Background: an optimization exercise with open tools, aiming at small area. Do not read the settings as production practice. Only simulation tests tie the RTL to the original design; equivalence was not proved. Power is estimated from default activity; no workload was simulated.

==> flow/design.v <==
`timescale 1ns / 1ps
module synth_top(
    input clk,
    input rst,
    input btnL,
    input [15:0] sw,
    output [3:0] led,
    output pmod_1,   
    output pmod_2,   
    output pmod_4    
    );
    assign led = sw[3:0];
    assign pmod_2 = 1'b1;
    assign pmod_4 = 1'b1;
    reg rst_n;
    always @(posedge clk) rst_n <= ~rst;
    reg [9:0] ph;
    always @(posedge clk) ph <= rst_n ? ph + 10'd1 : 10'd0;
    localparam integer P_NOTE = 125000;
    localparam integer P_NOISE = 61025;
    localparam [6:0] NOTE_FR = P_NOTE / 1024 - 1;
    localparam [6:0] NOTE_PH = (P_NOTE % 1024) / 8;
    localparam [5:0] NOISE_FR = P_NOISE / 1024 - 1;
    localparam [9:0] NOISE_PH = P_NOISE % 1024;
    localparam [5:0] NOISE_FR0 = (P_NOISE - 1022) / 1024;
    localparam [9:0] NOISE_PH0 = (P_NOISE - 1022) % 1024;
    wire upd = ph == 10'd1022;    
    wire ini = ph == 10'd1023;    
    reg [2:0] run;
    always @(posedge clk)
        run <= btnL ? (run[2] ? 3'd5 : run + 3'd1) : 3'd0;
    wire ns1 = run[2] & ~run[0];
    reg nsf;
    always @(posedge clk)
        nsf <= ~rst_n ? ns1 : (upd ? 1'b0 : (nsf | ns1));
    wire ns_win = nsf | ns1;
    reg [6:0] fc;
    reg [6:0] fp;
    wire note_nf = fc == 7'd0;            
    wire note_0 = note_nf & (fp == 7'd0);  
    wire [7:0] fp_sum = fp + NOTE_PH;
    always @(posedge clk) begin
        if (~rst_n) begin
            fc <= NOTE_FR;
            fp <= NOTE_PH;
        end else if (upd) begin
            if (note_nf) begin
                fc <= NOTE_FR + fp_sum[7];
                fp <= fp_sum[6:0];
            end else begin
                fc <= fc - 7'd1;
            end
        end
    end
    reg [5:0] nc;
    reg [9:0] np;
    wire noise_nf = nc == 6'd0;
    wire [10:0] np_sum = np + NOISE_PH;
    always @(posedge clk) begin
        if (~rst_n) begin
            nc <= NOISE_FR0;
            np <= NOISE_PH0;
        end else if (upd) begin
            if (noise_nf) begin
                nc <= NOISE_FR + np_sum[10];
                np <= np_sum[9:0];
            end else begin
                nc <= nc - 6'd1;
            end
        end
    end
    reg [4:0] sp;
    wire [4:0] sp_n = sp + note_nf;
    function [7:0] thr1;
        input s;
        input [1:0] i;
        case ({s, i})
            3'd0: thr1 = 8'd180;
            3'd1: thr1 = 8'd161;
            3'd2: thr1 = 8'd143;
            3'd3: thr1 = 8'd120;
            3'd4: thr1 = 8'd193;
            3'd5: thr1 = 8'd172;
            3'd6: thr1 = 8'd153;
            default: thr1 = 8'd129;
        endcase
    endfunction
    function [7:0] thr2;
        input s;
        input first;
        case ({s, first})
            2'd0: thr2 = 8'd23;
            2'd1: thr2 = 8'd18;
            2'd2: thr2 = 8'd164;
            default: thr2 = 8'd130;
        endcase
    endfunction
    function [9:0] thrt;
        input s;
        input lng;
        case ({s, lng})
            2'd0: thrt = 10'd373;
            2'd1: thrt = 10'd746;
            2'd2: thrt = 10'd374;
            default: thrt = 10'd747;
        endcase
    endfunction
    reg p1s, p2s, ts;
    reg [7:0] p1c, p2c;
    reg [9:0] tc;
    wire [7:0] p1c1 = p1c + 8'd1;
    wire [7:0] p2c1 = p2c + 8'd1;
    wire [9:0] tc1 = tc + 10'd1;
    wire p1t = (~note_0 & (p1c1 >= thr1(p1s, sp[1:0]))) |
               (note_nf & (p1c1 >= thr1(p1s, sp_n[1:0])));
    wire p2t = (p2c1 >= thr2(p2s, sp == 5'd0)) |
               (note_nf & (p2c1 >= thr2(p2s, sp_n == 5'd0)));
    wire tt  = (~note_0 & (tc1 >= thrt(ts, ~sp[1]))) |
               (note_nf & (tc1 >= thrt(ts, ~sp_n[1])));
    reg est;
    reg [6:0] eq;
    reg [12:0] er;
    reg est_n;
    reg [6:0] eq_n;
    reg [12:0] er_n;
    always @(*) begin
        est_n = est;
        eq_n = eq;
        er_n = er;
        if (ns_win) begin
            est_n = 1'b0;
            eq_n = 7'd0;
            er_n = 13'd0;
        end else if (~est) begin
            if (er[7:0] >= 8'd73) begin
                if (eq == 7'd126) begin
                    est_n = 1'b1;
                    eq_n = 7'd9;
                    er_n = 13'd176;
                end else begin
                    eq_n = eq + 7'd1;
                    er_n = er - 13'd73;
                end
            end else begin
                er_n = er + 13'd127;
            end
        end else begin
            if (er >= 13'd127) begin
                er_n = er - 13'd127;
            end else if (eq != 7'd0) begin
                eq_n = eq - 7'd1;
                er_n = er + 13'd4873;
            end else if (er != 13'd0) begin
                eq_n = 7'd13;
                er_n = er + 13'd409;
            end
        end
    end
    reg [7:0] lfsr;
    always @(posedge clk) begin
        if (~rst_n) begin
            sp <= 5'd0;
            p1s <= 1'b0; p1c <= 8'd0;
            p2s <= 1'b0; p2c <= 8'd0;
            ts <= 1'b0;  tc <= 10'd0;
            est <= 1'b1; eq <= 7'd0; er <= 13'd0;
            lfsr <= 8'd27;
        end else if (upd) begin
            sp <= sp_n;
            p1s <= p1s ^ p1t; p1c <= p1t ? 8'd0 : p1c1;
            p2s <= p2s ^ p2t; p2c <= p2t ? 8'd0 : p2c1;
            ts <= ts ^ tt;    tc <= tt ? 10'd0 : tc1;
            est <= est_n; eq <= eq_n; er <= er_n;
            if (noise_nf)
                lfsr <= {lfsr[6:0], lfsr[3] ^ lfsr[7]};
        end
    end
    wire [9:0] tm = thrt(ts, ~sp[1]);
    reg [9:0] tacc;
    reg [7:0] tq;
    wire [10:0] tsum = tacc + 10'd254;
    wire tge = tsum >= {1'b0, tm};
    always @(posedge clk) begin
        if (~rst_n) begin
            tacc <= 10'd0;
            tq <= 8'd0;
        end else if (ini) begin
            tacc <= ts ? tm - 10'd1 : 10'd0;
            tq <= ts ? 8'd254 : 8'd0;
        end else if (ph < tc) begin
            tacc <= tge ? tsum - tm : tsum;
            if (tge)
                tq <= ts ? tq - 8'd1 : tq + 8'd1;
        end
    end
    reg [6:0] nacc;
    reg [7:0] nq;
    wire [7:0] nsum = nacc + eq;
    wire nge = nsum >= 8'd127;
    always @(posedge clk) begin
        if (~rst_n) begin
            nacc <= 7'd0;
            nq <= 8'd127;
        end else if (ini) begin
            nacc <= 7'd0;
            nq <= {1'b0, ~eq};
        end else if (ph[9:8] == 2'd0 && ph[7:0] < lfsr) begin
            nacc <= nge ? nsum - 8'd127 : nsum;
            if (nge)
                nq <= nq + 8'd1;
        end
    end
    wire [6:0] a1 = sp[4] ? 7'd0 : 7'd7;
    wire [6:0] a2 = (sp == 5'd0 || sp == 5'd6 || sp == 5'd8) ? 7'd15 : 7'd0;
    wire [7:0] v1 = sw[3] ? (p1s ? 8'd127 - a1 : 8'd127 + a1) : 8'd127;
    wire [7:0] v2 = sw[2] ? (p2s ? 8'd127 - a2 : 8'd127 + a2) : 8'd127;
    wire [7:0] v3 = sw[1] ? tq : 8'd127;
    wire [7:0] v4 = sw[0] ? nq : 8'd127;
    wire [9:0] sum = (v1 + v2) + (v3 + v4);
    wire [9:0] mixed = (sum > 10'd381) ? sum - 10'd381 : 10'd0;
    wire [7:0] mix = (mixed > 10'd255) ? 8'd255 : mixed[7:0];
    reg [7:0] duty;
    reg nz;
    reg pwm;
    always @(posedge clk) begin
        if (~rst_n) begin
            duty <= 8'd127;
            nz <= 1'b1;
            pwm <= 1'b0;
        end else begin
            if (upd) begin
                duty <= mix;
                nz <= duty != 8'd0;
            end
            pwm <= (ph == 10'd0) ? nz : (ph[7:0] < duty);
        end
    end
    assign pmod_1 = pwm;
endmodule
==> flow/run.sh <==
#!/bin/bash
# synth_recipe.tcl (not shown) runs the flow's synth.tcl, then flattens the netlist and writes it again
# the make line also repeats each setting of config.mk as NAME=value (left out here)
make -C /OpenROAD-flow-scripts/flow DESIGN_CONFIG=/design/flow/config.mk WORK_HOME=/design/flow/orfs CLKGATE_MAP_FILE= SYNTH_SCRIPT=/design/flow/synth_recipe.tcl finish
==> flow/config.mk <==
export PLATFORM = sky130hd
export DESIGN_NAME = synth_top
export DESIGN_NICKNAME = synth_top
export VERILOG_FILES = /design/flow/design.v
export SDC_FILE = /design/flow/constraint.sdc
export NUM_CORES = 4
export LEC_CHECK = 0
export ABC_AREA = 1
export CAP_MARGIN = 20
export CORE_MARGIN = 2
export CORE_UTILIZATION = 60
export SLEW_MARGIN = 20
==> flow/constraint.sdc <==
create_clock -name core_clock -period 100.0 [get_ports {clk}]
set_input_delay 20.0000 -clock core_clock [delete_from_list [all_inputs] [get_ports {clk}]]
set_output_delay 20.0000 -clock core_clock [all_outputs]
set_load 0.01 [all_outputs]
==> run_results.csv <==
group,metric,value,unit
sta,maxClockFrequency,24.31,MHz
setup_path,crit_path_top_delay_cell,"clkdlybuf4s50_1",
min_path,worstHoldPathCells,1,
global_route,global_route.usage.total,0.2624,
finish,area.growth.synth_to_final,6.100,%
setup_path,critPathMaxFanout,5,
global_route,grt-ovfl-total,0,
routing,detailedRoute.firstIterationViolations,704,
finish,final_antenna_diode_count,0,
finish,fin_nets,2031,
sta,finalSetupViolations,0,
cts,tritoncts,"done",
yosys,synth.most_common_cell,"nand2_1",
cts,cts-buffers-inserted,17,
setup_path,crit_path_most_repeated_cell,"clkdlybuf4s50_1",
yosys,synth_top_cells_by_area,"dfxtp_1 24%, ha_1 13%, nand2_1 11%, inv_1 7.3%, a21oi_1 6.1%",
sta,fin_skew,0.01052,ns
cts,cts_hold_buffers,0,
sta,final_min_period_over_clock_period,0.4113,
global_route,grt_first_pass_wirelength,49.02,mm
routing,dr_total_vias,11730,
routing,drt-vias-per-instance,5.465,
setup_path,cp-start-kind,"primary input",
finish,final_layout_size_suffix_gt1_frac,0.06895,
setup_path,path_cells,"clkdlybuf4s50_1 -> clkdlybuf4s50_1",
cts,cts_max_level,4,
sta,unrepaired_setup_endpoints_after_global_routing,"false",
routing,drc_errors,0,
finish,post_layout_nonfiller_instances,2146,
placement,io_buffer_count,11,
die,initial_utilization,0.6118,
routing,routed_wire_length_per_instance,13.42,microns
cts,clk_root_buffer_cell,"clkbuf_16",
global_route,first_global_vias,10460,
die,floorplan.core_area,21020,sq um
die,chipHeight,150.4,microns
sta,timing.final.hold_violations,0,
yosys,synth_top_area_cell,"dfxtp_1",
setup_path,timing.critical_path.slowest_cell_delay,0.57,ns
placement,place.detailed.hpwl,21.51,mm
setup_path,crit_buf_inv,2,
yosys,cell_area_synth,12860,sq um
setup_path,regToRegStartpoint,"sp[1]$_SDFFE_PN0N_",
power_and_ir_drop,max-vdd-ir-drop,0.01248,mV
setup_path,cp_num_cells,2,
yosys,syn-instance-count,1883,
setup_path,critical_path_class,"primary input to output port",
power_and_ir_drop,p_leak,6.586,nW
setup_path,regToRegSetupSlack,95.25,ns
setup_path,reg2reg_to,"duty[0]$_SDFFE_PN1N_",
routing,wl,28.81,mm
yosys,synth_edf_count,0,
placement,place.detailed.instances,2114,
cts,maximum_number_of_buffers_from_clock_root_to_sink,2,
die,fp.dieArea,22620,sq um
yosys,ys_seq_elements,151,
setup_path,timing.critical_path.max_delay_family,"buffers and inverters",
job,max_cap_viol_count,0,
min_path,min_from,"run[2]$_SDFF_PN0_",
placement,gp_congestion,0.9353,
routing,routedLengthMet1,14.62,mm
min_path,holdCritPathClass,"flop to flop",
yosys,ys_seq_area_frac,0.2350,
yosys,synth_common_cells,"378 x nand2_1, 251 x inv_1, 157 x a21oi_1",
cts,clkSinkCount,151,
sta,fin_hold_ws,0.4654,ns
sta,setup_tns,0,ns
yosys,synth_warnings,1,
min_path,hold_path_end,"run[1]$_SDFF_PP0_",
cts,register_clock_pin_slew_on_the_reported_worst_setup_and_hold_paths,0.07,ns
setup_path,crit_path_end_kind,"output port",
die,die_w,150.4,microns
yosys,synth.lib_cells_used.distinct,66,
die,io_pins,26,
yosys,synthFlopType,"dfxtp_1",
cts,post_cts.repair.setup_buffers,0,
yosys,asyncSetResetFlopFracSynth,0,
sta,worst-slew-pin-transition,0.7599,ns
routing,first_pass_iters,7,
setup_path,crit_arrival,21.13,ns
power_and_ir_drop,powerDensity,12.75,nW/um^2
sta,final_period_minus_worst_setup_slack,41.13,ns
sta,final_slew_viol_count,0,
global_route,largest_net_degree_at_the_start_of_global_routing,68,
cts,post_cts_resize_count,0,
routing,antenna_violating_nets_post_route,0,
sta,slew_headroom,0.4927,
yosys,synthesis.area_per_instance,6.830,sq um
global_route,initial_antenna_violation_count,0,
routing,dr.max_layer_used,"met4",
die,num_rows,53,
yosys,yosys.area.top_type_share,0.2350,
setup_path,worstRegToRegCells,22,
outcome,status,"no timing/DRC/antenna violations",
setup_path,critical_path_required,80.00,ns
cts,clock_insertion_delay_worst_skew,0.44,ns
routing,met3RoutedLength,1.041,mm
routing,route.met2.wl,12.93,mm
kinds of logic (layout without fill, tap and decap cells):
logic type | Yosys count | in the layout | synth area share
buffers and inverters | 334 | 321 | 0.1056
DFF | 151 | 151 | 0.2350
and+or+nand+nor | 815 | 815 | 0.2874
adders and majority gates | 154 | 154 | 0.1609
xor gates and xnor gates | 85 | 85 | 0.05964
other | 1 | 2 | 0.0002916
AOI/OAI and AO/OA | 343 | 343 | 0.1512
placed cells by master (no fill, tap or decap), types with 11 or more instances in the layout:
| cell | count |
|---|---|
| nand2_1 | 378 |
| inv_1 | 251 |
| a21oi_1 | 157 |
| nor2_1 | 156 |
| dfxtp_1 | 150 |
| nand3_1 | 141 |
| ha_1 | 135 |
| o21ai_0 | 108 |
| xor2_1 | 58 |
| nand4_1 | 39 |
| nor3_1 | 25 |
| xnor2_1 | 24 |
| fa_1 | 19 |
| clkbuf_16 | 17 |
| inv_2 | 16 |
| nand2_2 | 16 |
| o211ai_1 | 13 |
| nand3b_1 | 11 |
| clkdlybuf4s50_1 | 11 |
worst max-delay path by stage:
| stage | from | end | slack (ns) |
|---|---|---|---|
| 3_5_place_dp | sw[1] | led[1] | 58.87 |
| 2_1_floorplan | sw[0] | led[0] | 59.88 |
| 6_report | sw[1] | led[1] | 58.87 |
| 5_1_grt | sw[1] | led[1] | 58.83 |
| 4_1_cts | sw[1] | led[1] | 58.86 |
| 3_3_place_gp | sw[1] | led[1] | 58.88 |
flip-flops by register name, summed over array words and instances (netlist names), 10 cells and up:
signal / count
er: 13
tacc: 10
ph: 10
np: 10
tc: 10
worst reg2reg max path: cells and delay by family, from the launching register on:
kind / cells / cell delay (ns)
fa+ha+maj: 4 / 1.88
simple gates: 12 / 1.54
flops: 1 / 0.52
compound gates: 3 / 0.44
buf+inv: 3 / 0.25
through the flow:
step / util / total power, mW / instance area [sq um] / setup WS [ns]
global route: 0.6491 / 0.1851 / 13650 / 58.83
detailed placement: 0.6206 / 0.1097 / 13050 / 58.87
global placement: 0.6206 / 0.1090 / 13050 / 58.88
CTS: 0.6491 / 0.1752 / 13650 / 58.86
floorplan: - / 0.1020 / 12860 / 59.88
finish: 0.6491 / 0.1739 / 13650 / 58.87
report_power, final:
| part | switching [mW] | total, mW | internal, mW |
|---|---|---|---|
| sequential | 0.00135 | 0.0628 | 0.0615 |
| clock | 0.0313 | 0.0651 | 0.0338 |
| combinational | 0.0285 | 0.0460 | 0.0175 |
cell type report:
| type | instances | area [sq um] |
|---|---|---|
| multi-input cells | 1399 | 8493 |
| repair buffers | 16 | 147.6 |
| fillers | 1936 | 7376 |
| clock buffers | 17 | 425.4 |
| clock inverters | 15 | 175.2 |
| inverters | 273 | 1036 |
| well taps | 275 | 344.1 |
| flip-flops and latches | 151 | 3024 |
metal layers:
metal | GRT usage | vias to the layer above
met1 | 0.3773 | 5351
met4 | 0.05330 | 0
li1 | - | 6157
met5 | 0 | -
met3 | 0.03182 | 19
met2 | 0.4236 | 200

==> afterwards: timing with drivers on the ports <==
In the flow no input, the clock included, has a driving cell. The finished layout below was timed again as built, in two steps. Step 1 assumes that a clkbuf_16 drives the clock port and a buf_2 every other input. Step 2 also shifts input and output timing later by t, the mid clock arrival at the registers, as if the neighbouring blocks saw the same clock. Three values: ideal, step 1, step 2; two values: the first two.
t (ns): 0.479
setup WS [ns]: 58.868 / 58.846 / 58.846
hold slack, ns: 0.465 / 0.465 / 0.465
pins driven straight from the clock port: 1
After both steps setup and hold are still met in this run. The setup slack of this run moves by -0.022 ns with the drivers and by -0.022 ns with both steps.
